This design comes from an exercise in tuning for small area and a short achievable clock period on the open sky130 flow, not from production work.
In this exercise RTL edits were held to simulation tests only and were not proved equivalent to the original.

==> flow/design.v, too long to show whole: its modules and the start of the top module <==
// module ntt_butterfly: 2053 lines
module ntt_butterfly
#(
    parameter REG_SIZE = 23
)
(
    input  wire                 clk,
    input  wire                 reset_n,
    input  wire                 zeroize,
    input  wire [2:0]           mode,
    input  wire                 accumulate,
    input  wire                 mlkem,
    input  wire  [REG_SIZE-1:0] opu_i,
    input  wire  [REG_SIZE-1:0] opv_i,
    input  wire  [REG_SIZE-1:0] opw_i,
    output logic [REG_SIZE-1:0] u_o,
    output logic [REG_SIZE-1:0] v_o,
    output logic [REG_SIZE-1:0] pwm_res_o,
    output logic [REG_SIZE-1:0] pairwm_mul_red_o
);
  // ...
==> flow/run.sh <==
#!/bin/bash
# synth_recipe.tcl (not shown) runs the flow's synth.tcl, then flattens the netlist and writes it again
# the make line also repeats each setting of config.mk as NAME=value (left out here)
make -C /OpenROAD-flow-scripts/flow DESIGN_CONFIG=/design/flow/config.mk WORK_HOME=/design/flow/orfs CLKGATE_MAP_FILE= SYNTH_SCRIPT=/design/flow/synth_recipe.tcl finish
==> flow/config.mk <==
export PLATFORM = sky130hd
export DESIGN_NAME = ntt_butterfly
export DESIGN_NICKNAME = ntt_butterfly
export VERILOG_FILES = /design/flow/design.v
export SDC_FILE = /design/flow/constraint.sdc
export NUM_CORES = 4
export LEC_CHECK = 0
export ABC_CLOCK_PERIOD_IN_PS = 5000
export CAP_MARGIN = 20
export CORE_MARGIN = 2
export CORE_UTILIZATION = 40
export SETUP_SLACK_MARGIN = 5
export SLEW_MARGIN = 20
==> flow/constraint.sdc <==
create_clock -name core_clock -period 13.0 [get_ports {clk}]
set_input_delay 2.6000 -clock core_clock [delete_from_list [all_inputs] [get_ports {clk}]]
set_output_delay 2.6000 -clock core_clock [all_outputs]
set_load 0.01 [all_outputs]
==> flow_metrics.env, run 1 <==
export IMPL_status="complete, no violations"
export IMPL_port_buffers=168
export IMPL_tightest_slew_ns=1.32
export IMPL_place_hpwl_mm=119
export IMPL_multi_input_area_share_pct=68.6
export IMPL_finalMaxSlewViolations=0
export IMPL_min_period_over_period_pct=64.0
export IMPL_final_min_clock_period_ns=8.31
export IMPL_wl_per_cell_um=26.4
export IMPL_ys_ff_latch=204
export IMPL_inv_count=545
export IMPL_start_util_pct=40.4
export IMPL_drc=0
export IMPL_r2r_start="mlkem_r"
export IMPL_fin_util_pct=51.5
export IMPL_chipHeight_um=311
export IMPL_vias=37900
export IMPL_multi_input_comb_cells=3606
export IMPL_grt_first_pass_wirelength_mm=235
export IMPL_clock_latency_ns=0.63
export IMPL_cts_tree="yes"
export IMPL_path_buf_inv=5
export IMPL_reg_top3="t_c: 25 flops, t_s: 25 flops"
export IMPL_dieArea_mm2=0.0970
export IMPL_reg2reg_to="c_r[17]"
export IMPL_gr_usage_met1_pct=43.9
export IMPL_cts_root_buffer="clkbuf_16"
export IMPL_synth_fa_ha_area_share_pct=28.0
export IMPL_synth_edf_count=0
export IMPL_synth_xor_area_share_pct=11.5
export IMPL_finalHoldViolCount=0
export IMPL_wirelength_mm=164
export IMPL_coreArea_mm2=0.0935
export IMPL_drive_gt1_share_pct=20.8
export IMPL_htreeDepth=1
export IMPL_critPathMaxFanout=8
export IMPL_setup_ws_ns=4.69
export IMPL_placed_cells=5868
export IMPL_yosys_area_share_simple_pct=13.5
==> inputs of run 2 (changes only) <==
--- a/flow/config.mk
+++ b/flow/config.mk
@@ -9,5 +9,4 @@
 export CAP_MARGIN = 20
 export CORE_MARGIN = 2
 export CORE_UTILIZATION = 40
-export SETUP_SLACK_MARGIN = 5
 export SLEW_MARGIN = 20
==> run 2 against run 1 <==
Net effect: worst hold slack improved by 0.00078 ns; non-clock buffer count fell by 282; register-to-register slack got worse by 3.1 ns; core utilization fell by 7.0 points; first-iteration DRC count rose by 6.5%; die area did not move.
==> flow_metrics.env, run 2 <==
export IMPL_status="complete, no violations"
export IMPL_cts_sinks=204
export IMPL_grt_pass1_vias=34400
export IMPL_cts_setup_buffers=0
export IMPL_final_cell_mix="530 x inv_1, 398 x xnor2_1, 339 x nand2_1, 339 x ha_1, 334 x nor2_1"
export IMPL_place_hpwl_mm=117
export IMPL_fill_cells=9413
export IMPL_finalSetupTns_ns=0
export IMPL_first_pass_iters=6
export IMPL_ys_ff_latch=204
export IMPL_cp_slowest_stage_delay_ns=0.92
export IMPL_synth_fa_ha_area_share_pct=28.0
export IMPL_tightest_slew_ns=1.21
export IMPL_syn_nets=5369
export IMPL_finalHoldViolCount=0
export IMPL_critPathKind="reg2reg"
export IMPL_vias=35800
export IMPL_ys_warn_count=2
export IMPL_coreArea_mm2=0.0935
export IMPL_hold_slack_ns=0.499
export IMPL_synth_top_area_share_pct=16.7
export IMPL_worst_hold_path_type="reg2reg"
export IMPL_rows=112
export IMPL_io_pin_count=169
export IMPL_area_delta_synth_final_pct=9.92
export IMPL_synth_distinct_cells=98
export IMPL_async_flop_share_pct=100
export IMPL_cts_resized=0
export IMPL_cp_start_kind="flop"
export IMPL_syn_avg_cell_area_um2=8.15
export IMPL_design_area_mm2=0.0415
export IMPL_synth_compound_area_share_pct=22.9
export IMPL_critPathArrivalTime_ns=11.87
export IMPL_grt_usage_pct=30.2
export IMPL_clk_pin_slew_ns=0.08
export IMPL_htreeDepth=1
export IMPL_die_x_um=311
export IMPL_viasPerCell=6.06
export IMPL_max_cap_violations=0
export IMPL_chipHeight_um=311
export IMPL_setup_viol=0
export IMPL_grt_start_max_net_pins=75
export IMPL_grt_first_pass_wirelength_mm=224
export IMPL_globalRouteOverflowTotal=0
export IMPL_final_common_cell="inv_1"
export IMPL_end_kind="flop"
export IMPL_synth_flop_cell="dfrtp_1"
export IMPL_ant_nets=0
export IMPL_reg_top3="t_c: 25 flops, t_s: 25 flops"
export IMPL_synth_edf_count=0
export IMPL_synth_top_cell_by_area="fa_1"
export IMPL_holdBufCountCts=0
export IMPL_finalMaxSlewViolations=0
export IMPL_wirelength_mm=151
export IMPL_yosysMostFrequentCell="inv_1"
export IMPL_final_min_clock_period_ns=11.44
export IMPL_final_setup_skew_ns=0.0539
export IMPL_start_util_pct=40.4
export IMPL_grt_antenna_before_repair=10
export IMPL_min_period_over_period_pct=88.0
export IMPL_synth_common_cells="531 x inv_1, 398 x xnor2_1, 340 x nand2_1, 339 x ha_1, 337 x nor2_1"
export IMPL_cts_buffers_inserted=25
export IMPL_gp_congestion=0.988
export IMPL_syn_inst=4638
export IMPL_drc=0
export IMPL_dieArea_mm2=0.0970
export IMPL_rsz0062_at_grt="false"
export IMPL_synth_mux_area_share_pct=2.24
export IMPL_fin_nets=5377
export IMPL_cts_tree="yes"
export IMPL_wl_per_cell_um=25.5
export IMPL_synth_xor_area_share_pct=11.5
export IMPL_clock_latency_ns=0.61
export IMPL_cp_slowest_cell="dfrtp_4"
export IMPL_critPathMaxFanout=32
export IMPL_port_buffers=168
export IMPL_slew_headroom_pct=19.4
export IMPL_crit_required_ns=13.43
export IMPL_fmax_mhz=87.4
export IMPL_drt_iter0_drc=4100
export IMPL_synth_top_family_by_area="adder cells"
export IMPL_ys_seq_area_share_pct=13.5
export IMPL_synthesis_area_mm2=0.0378
export IMPL_placed_area_mm2=0.0407
export IMPL_drive_gt1_share_pct=5.06
export IMPL_yosys_area_share_simple_pct=13.5
export IMPL_cts_root_buffer="clkbuf_16"
export IMPL_cts_buffer_depth=3
export IMPL_ys_top_cells_by_area="fa_1 17%, dfrtp_1 14%, ha_1 11%"
run 2: per-stage QoR:
| stage | setup WS (ns) | std cells | utilization (%) |
|---|---|---|---|
| global placement | 1.95 | 5871 | 43.6 |
| detailed placement | 1.79 | 5872 | 43.6 |
| global route | 0.701 | 5917 | 44.4 |
| CTS | 1.79 | 5916 | 44.4 |
| floorplan | 1.99 | 4638 | - |
| finish | 1.56 | 5920 | 44.4 |
run 2: worst max-delay path: cells and delay by family, from the launching register on:
kind                     cells  cell delay, ns
AO/OA/AOI/OAI               17            5.23
AND/OR/NAND/NOR              7            2.12
adder cells (fa/ha/maj)      4            1.83
flip-flops                   1            0.92
buffers and inverters        3            0.76
multiplexers                 1            0.20
XOR/XNOR                     1            0.17
run 2: final cells by class:
cell class              count  area, um^2  area share (%)
diodes                      3        7.51          0.0181
clock buffers              29         641            1.54
clock inverters            15         138           0.331
inverters                 543        2040            4.91
multi-input cells        3601       29600            71.2
flip-flops and latches    204        5110            12.3
well taps                1254        1570            3.78
repair buffers            271        2470            5.95
run 2: path summary, 6_finish.rpt:
| kind | from | to | slack, ns | cells past startpoint |
|---|---|---|---|---|
| worst min register to register | c_r[1] | c_d[1] | 0.50 | 1 |
| min in group asynchronous | reset_n | c_d[13] | 2.01 | 1 |
| worst max-delay path | mlkem_r | c_r[5] | 1.56 | 33 |
| worst max register to register | mlkem_r | c_r[5] | 1.56 | 33 |
| max in group asynchronous | reset_n | mlkem_r | 9.47 | 2 |
| worst min-delay path | c_r[1] | c_d[1] | 0.50 | 1 |
run 2: cells by family after synthesis:
family / count (synthesis)
compound gates: 1281
xor+xnor: 495
flops: 204
fa+ha+maj: 658
buf+inv: 833
simple gates: 1086
mux: 81
run 2: layer usage:
layer	vias to the layer above	part of all wire (%)	track usage (%)
li1	15900	-	-
met1	17700	43	42.2
met2	1832	44	46.1
met3	324	9.2	5.80
met4	8	4.4	11.1
met5	-	0.029	0
==> inputs of run 3 (changes only) <==
--- a/flow/config.mk
+++ b/flow/config.mk
@@ -5,7 +5,6 @@
 export SDC_FILE = /design/flow/constraint.sdc
 export NUM_CORES = 4
 export LEC_CHECK = 0
-export ABC_CLOCK_PERIOD_IN_PS = 5000
 export CAP_MARGIN = 20
 export CORE_MARGIN = 2
 export CORE_UTILIZATION = 40
==> run 3 against run 2 <==
Net effect: first-iteration DRC count unchanged; non-clock buffer count unchanged; cell count unchanged; setup slack unchanged; largest cell class unchanged; register-to-register slack about the same; routed wire length unchanged; global-route usage unchanged; flip-flop and latch count unchanged; synthesized area unchanged; worst hold slack unchanged.
==> flow_metrics.env, run 3 <==
export IMPL_status="complete, no violations"
export IMPL_finalHoldViolCount=0
export IMPL_drc=0
export IMPL_critPathMaxFanout=32
export IMPL_cts_buffer_depth=3
export IMPL_finalSetupTns_ns=0
export IMPL_critPathKind="reg2reg"
export IMPL_rows=112
export IMPL_cts_sinks=204
export IMPL_fmax_mhz=87.4
export IMPL_cp_slowest_stage_delay_ns=0.92
export IMPL_worstSetupEndpoint="c_r[5]"
export IMPL_yosysMostFrequentCell="inv_1"
export IMPL_crit_required_ns=13.43
export IMPL_synth_common_cells="531 x inv_1, 398 x xnor2_1, 340 x nand2_1, 339 x ha_1, 337 x nor2_1"
export IMPL_end_kind="flop"
export IMPL_setup_viol=0
export IMPL_coreArea_mm2=0.0935
export IMPL_drt_iter0_drc=4100
export IMPL_rrSetupSlack_ns=1.56
export IMPL_synth_flop_cell="dfrtp_1"
export IMPL_syn_nets=5369
export IMPL_dieArea_mm2=0.0970
export IMPL_cp_slowest_cell="dfrtp_4"
export IMPL_wirelength_mm=151
export IMPL_grt_usage_pct=30.2
export IMPL_gp_congestion=0.988
export IMPL_r2r_start="mlkem_r"
export IMPL_syn_avg_cell_area_um2=8.15
export IMPL_grt_antenna_before_repair=10
export IMPL_reg2reg_to="c_r[5]"
export IMPL_final_common_cell="inv_1"
export IMPL_ys_ff_latch=204
export IMPL_drive_gt1_share_pct=5.06
export IMPL_globalRouteOverflowTotal=0
export IMPL_area_delta_synth_final_pct=9.92
export IMPL_cts_root_buffer="clkbuf_16"
export IMPL_io_pin_count=169
export IMPL_cp_start_kind="flop"
export IMPL_ant_nets=0
export IMPL_critPathLaunch="mlkem_r"
export IMPL_worst_r2r_path_depth=33
export IMPL_synth_edf_count=0
export IMPL_syn_inst=4638
export IMPL_min_period_over_period_pct=88.0
export IMPL_async_flop_share_pct=100
export IMPL_final_min_clock_period_ns=11.44
export IMPL_slew_headroom_pct=19.4
export IMPL_grt_pass1_vias=34400
export IMPL_tightest_slew_ns=1.21
export IMPL_synth_top_cell_by_area="fa_1"
export IMPL_synth_top_area_share_pct=16.7
export IMPL_first_pass_iters=6
export IMPL_ys_seq_area_share_pct=13.5
export IMPL_wl_per_cell_um=25.5
export IMPL_port_buffers=168
export IMPL_cts_setup_buffers=0
export IMPL_holdBufCountCts=0
export IMPL_clock_latency_ns=0.61
export IMPL_critPathArrivalTime_ns=11.87
export IMPL_start_util_pct=40.4
export IMPL_cts_tree="yes"
export IMPL_max_cap_violations=0
export IMPL_fill_cells=9413
export IMPL_reg_top3="t_c: 25 flops, t_s: 25 flops"
export IMPL_die_x_um=311
export IMPL_htreeDepth=1
export IMPL_final_setup_skew_ns=0.0539
export IMPL_cts_buffers_inserted=25
export IMPL_fin_nets=5377
export IMPL_synth_distinct_cells=98
export IMPL_worst_hold_path_type="reg2reg"
export IMPL_chipHeight_um=311
export IMPL_clk_pin_slew_ns=0.08
export IMPL_final_cell_mix="530 x inv_1, 398 x xnor2_1, 339 x nand2_1, 339 x ha_1, 334 x nor2_1"
export IMPL_rsz0062_at_grt="false"
export IMPL_ys_top_cells_by_area="fa_1 17%, dfrtp_1 14%, ha_1 11%"
export IMPL_viasPerCell=6.06
export IMPL_vias=35800
export IMPL_cts_resized=0
export IMPL_grt_first_pass_wirelength_mm=224
export IMPL_synthesis_area_mm2=0.0378
export IMPL_ys_warn_count=2
export IMPL_place_hpwl_mm=117
export IMPL_grt_start_max_net_pins=75
export IMPL_finalMaxSlewViolations=0
## run 3: cell counts after synthesis
No cell type changed its count.
## run 3: worst min path at each step
stage | to | depth (start not counted) | from
CTS | c_d[1] | 1 | c_r[1]
global route | c_d[15] | 1 | c_r[15]
global placement | c_d[1] | 1 | c_r[1]
floorplan | c_d[10] | 1 | c_r[10]
detailed placement | c_d[10] | 1 | c_r[10]
finish | c_d[1] | 1 | c_r[1]
## run 3: worst max-delay path, delay by kind of cell (launching register included)
family,cells,cell delay [ns]
buffers and inverters,3,0.76
AO/OA/AOI/OAI,17,5.23
AND/OR/NAND/NOR,7,2.12
flip-flops,1,0.92
XOR/XNOR,1,0.17
adder cells (fa/ha/maj),4,1.83
multiplexers,1,0.20
## run 3: layer usage
metal  vias up  track usage [%]  wire length [um]
met5         -                0                44
met4         8             11.1              6580
met3       324             5.80             13900
met2      1832             46.1             65700
met1     17700             42.2             64700
li1      15900                -                 -
## run 3: through the flow
stage               instance area, um^2  utilization (%)  cells  hold WS [ns]  setup WS (ns)
global placement                  40700             43.6   5871         0.476           1.95
CTS                               41500             44.4   5916         0.502           1.79
finish                            41500             44.4   5920         0.499           1.56
global route                      41500             44.4   5917         0.535          0.701
floorplan                         37800                -   4638         0.464           1.99
detailed placement                40700             43.6   5872         0.484           1.79
## run 3: final cells by class
cell class / instances / area, um^2 / area share [%]
sequential: 204 / 5110 / 12.3
timing repair buffer: 271 / 2470 / 5.95
multi-input combinational: 3601 / 29600 / 71.2
antenna: 3 / 7.51 / 0.0181
inverter: 543 / 2040 / 4.91
clock buffer: 29 / 641 / 1.54
tap: 1254 / 1570 / 3.78
clock inverter: 15 / 138 / 0.331
## run 3: cells by family after synthesis
kind of cell	share of synthesized area, %
fa+ha+maj	28.0
simple gates	13.5
compound gates	22.9
mux	2.24
buf+inv	8.39
flops	13.5
xor+xnor	11.5
==> inputs of run 4 (changes only) <==
==> flow/flow/run.sh (new file) <==
#!/bin/bash
# Standard layout, with repair_timing aiming for a larger setup slack margin.
set -euo pipefail
bash standard.sh SETUP_SLACK_MARGIN=7 finish > standard.log 2>&1
==> flow/standard.sh (new file) <==
#!/bin/bash
# synth_recipe.tcl (not shown) runs the flow's synth.tcl, then flattens the netlist and writes it again
# the make line also repeats each setting of config.mk as NAME=value (left out here)
make -C /OpenROAD-flow-scripts/flow DESIGN_CONFIG=/design/flow/config.mk WORK_HOME=/design/flow/orfs CLKGATE_MAP_FILE= SYNTH_SCRIPT=/design/flow/synth_recipe.tcl "${@:-finish}"
removed: flow/run.sh
==> run 4 against run 3 <==
Net effect: setup slack better by 3.3 ns; maximum frequency up 41%; first-iteration DRC count up 9.1%; critical path depth up 7; non-clock buffer count up 562; register-to-register slack better by 3.3 ns; die area unchanged; synthesized area unchanged; worst hold slack worse by 0.00063 ns; critical path type unchanged.
==> flow_metrics.env, run 4 <==
export IMPL_grt_usage_pct=33.8
export IMPL_wirelength_mm=174
export IMPL_htreeDepth=1
export IMPL_wl_per_cell_um=26.9
export IMPL_ys_warn_count=2
export IMPL_synth_fa_ha_area_share_pct=28.0
export IMPL_port_buffers=168
export IMPL_drive_gt1_share_pct=36.6
export IMPL_setup_viol=0
export IMPL_synth_compound_area_share_pct=22.9
export IMPL_viasPerCell=6.12
export IMPL_finalSetupTns_ns=0
export IMPL_r2r_start="mlkem_r"
export IMPL_ys_seq_area_share_pct=13.5
export IMPL_yosys_area_share_simple_pct=13.5
export IMPL_grt_first_pass_wirelength_mm=248
export IMPL_syn_inst=4638
export IMPL_drt_iter0_drc=4474
export IMPL_cp_slowest_cell="fa_2"
export IMPL_final_cell_mix="451 x inv_1, 409 x buf_4, 340 x xnor2_1"
export IMPL_drc=0
export IMPL_cts_buffer_depth=3
export IMPL_synth_distinct_cells=98
export IMPL_synth_common_cells="531 x inv_1, 398 x xnor2_1, 340 x nand2_1, 339 x ha_1, 337 x nor2_1"
export IMPL_chipHeight_um=311
export IMPL_reg_top3="t_c: 25 flops, t_s: 25 flops"
export IMPL_synth_mux_area_share_pct=2.24
export IMPL_synth_flop_cell="dfrtp_1"
export IMPL_syn_nets=5369
export IMPL_crit_required_ns=13.53
export IMPL_rsz0062_at_grt="true"
export IMPL_finalHoldViolCount=0
export IMPL_tightest_slew_ns=1.24
export IMPL_critPathArrivalTime_ns=8.66
export IMPL_ys_top_cells_by_area="fa_1 17%, dfrtp_1 14%, ha_1 11%"
export IMPL_cts_tree="yes"
export IMPL_reg2reg_to="c_r[11]"
export IMPL_final_min_clock_period_ns=8.13
export IMPL_status="complete, no violations"
export IMPL_fin_nets=5947
export IMPL_end_kind="flop"
export IMPL_cp_slowest_stage_delay_ns=0.62
export IMPL_syn_avg_cell_area_um2=8.15
export IMPL_start_util_pct=40.4
export IMPL_synth_top_cell_by_area="fa_1"
export IMPL_worst_hold_path_type="reg2reg"
export IMPL_ys_ff_latch=204
export IMPL_synth_top_area_share_pct=16.7
export IMPL_critPathKind="reg2reg"
export IMPL_final_setup_skew_ns=0.0704
export IMPL_place_hpwl_mm=118
export IMPL_dieArea_mm2=0.0970
export IMPL_min_to="uo_r[5]"
export IMPL_grt_antenna_before_repair=10
export IMPL_area_delta_synth_final_pct=42.9
export IMPL_whs_path_depth=2
export IMPL_gp_congestion=0.971
export IMPL_critPathMaxFanout=6
export IMPL_slew_headroom_pct=17.0
export IMPL_hp_start="c_d[5]"
export IMPL_ant_nets=0
export IMPL_yosysMostFrequentCell="inv_1"
export IMPL_synth_top_family_by_area="adder cells"
export IMPL_vias=39700
export IMPL_rows=112
export IMPL_synth_xor_area_share_pct=11.5
export IMPL_coreArea_mm2=0.0935
export IMPL_clk_pin_slew_ns=0.07
export IMPL_synthesis_area_mm2=0.0378
export IMPL_globalRouteOverflowTotal=0
export IMPL_min_period_over_period_pct=62.5
export IMPL_die_x_um=311
export IMPL_synth_edf_count=0
export IMPL_clock_latency_ns=0.62
export IMPL_fmax_mhz=123
export IMPL_io_pin_count=169
export IMPL_max_cap_violations=0
export IMPL_rrSetupSlack_ns=4.87
export IMPL_async_flop_share_pct=100
export IMPL_hold_slack_ns=0.498
export IMPL_first_pass_iters=8
export IMPL_cts_buffers_inserted=26
export IMPL_grt_start_max_net_pins=76
export IMPL_cts_root_buffer="clkbuf_16"
export IMPL_grt_pass1_vias=38200
export IMPL_final_common_cell="inv_1"
export IMPL_cp_start_kind="flop"
export IMPL_finalMaxSlewViolations=0
export IMPL_cts_sinks=204
export IMPL_worst_r2r_path_depth=40
[run 4: metrics by stage]
step / utilization [%] / std cells / instance area, um^2 / setup slack [ns]
final: 57.8 / 6490 / 54000 / 4.87
after detailed placement: 44.7 / 5850 / 41800 / 2.17
after global routing: 57.8 / 6485 / 54000 / 4.59
after floorplan: - / 4638 / 39600 / 4.69
after CTS: 54.3 / 6316 / 50800 / 4.99
after global placement: 44.7 / 5850 / 41800 / 2.28
[run 4: cells by family after synthesis]
family / Yosys count
AO/OA/AOI/OAI: 1281
XOR/XNOR: 495
adder cells (fa/ha/maj): 658
buffers and inverters: 833
flip-flops: 204
multiplexers: 81
AND/OR/NAND/NOR: 1086
[run 4: area by class of cell]
type,instances,area [um^2]
clock inverters,12,166
well taps,1254,1570
repair inverters,3,26.3
flip-flops and latches,204,5200
repair buffers,833,8160
fillers,8057,39500
multi-input cells,3605,36000
inverters,543,2140
diodes,5,12.5
clock buffers,31,699
[run 4: worst max-delay path, delay by kind of cell (launching register included)]
kind            cells  cell delay, ns
buf+inv            11            1.37
compound gates     16            2.84
fa+ha+maj           4            1.50
simple gates        8            1.61
flops               1            0.54
xor+xnor            1            0.20
[run 4: repair_timing]
| item | 4_1_cts | 5_1_grt |
|---|---|---|
| gates cloned | 20 | 1 |
| endpoints found under the setup margin | 232 | 219 |
| buffers inserted | 403 | 167 |
| hold buffers | 0 | 0 |
| pin swaps | 337 | 330 |
| resized for setup | 1383 | 458 |
[run 4: how the worst max path moves through the flow]
| stage | end | start | cells past startpoint |
|---|---|---|---|
| 4_1_cts | c_r[11] | mlkem_r | 37 |
| 2_1_floorplan | c_r[18] | mlkem_r | 36 |
| 5_1_grt | c_r[11] | mlkem_r | 40 |
| 6_report | c_r[11] | mlkem_r | 40 |
| 3_5_place_dp | c_r[5] | mlkem_r | 34 |
| 3_3_place_gp | c_r[5] | mlkem_r | 34 |
[run 4: metal layers]
metal	routed length, um	up-vias	track usage [%]
met5	18	-	0
met2	75000	2363	50.8
met1	69500	19700	45.7
li1	-	17100	-
met4	11000	2	16.6
met3	18800	583	7.33

==> afterwards: timing with drivers on the ports <==
The results above use ideal ports. As a check the final layouts listed here were re-extracted and re-timed, cells and wires unchanged.
Step 1: set_driving_cell puts a clkbuf_16 on clk and a buf_2 on each other input, an assumption about the parent block.
Step 2 moves the port delays by t, midway between the first and last clock arrival at a register: inputs arrive t later, outputs are due t later. That takes back most of the time a late clock gives input paths.
Three values: ideal ports, drivers, drivers and shift; two values: the first two.
run | t, ns | setup WS [ns] | worst data-port slew with drivers (ns)
run 1 | 0.659 | 4.686 / 4.686 / 4.617 | 0.13
run 2 | 0.641 | 1.557 / 1.557 / 1.557 | 0.04
run 3 | 0.641 | 1.557 / 1.557 / 1.557 | 0.04
run 4 | 0.653 | 4.874 / 4.874 / 4.626 | 0.06
After both steps setup and hold are still met in every run listed. For run 4, which loses most, drivers alone change the setup slack by 0.000 ns; drivers and shift together by -0.248 ns.
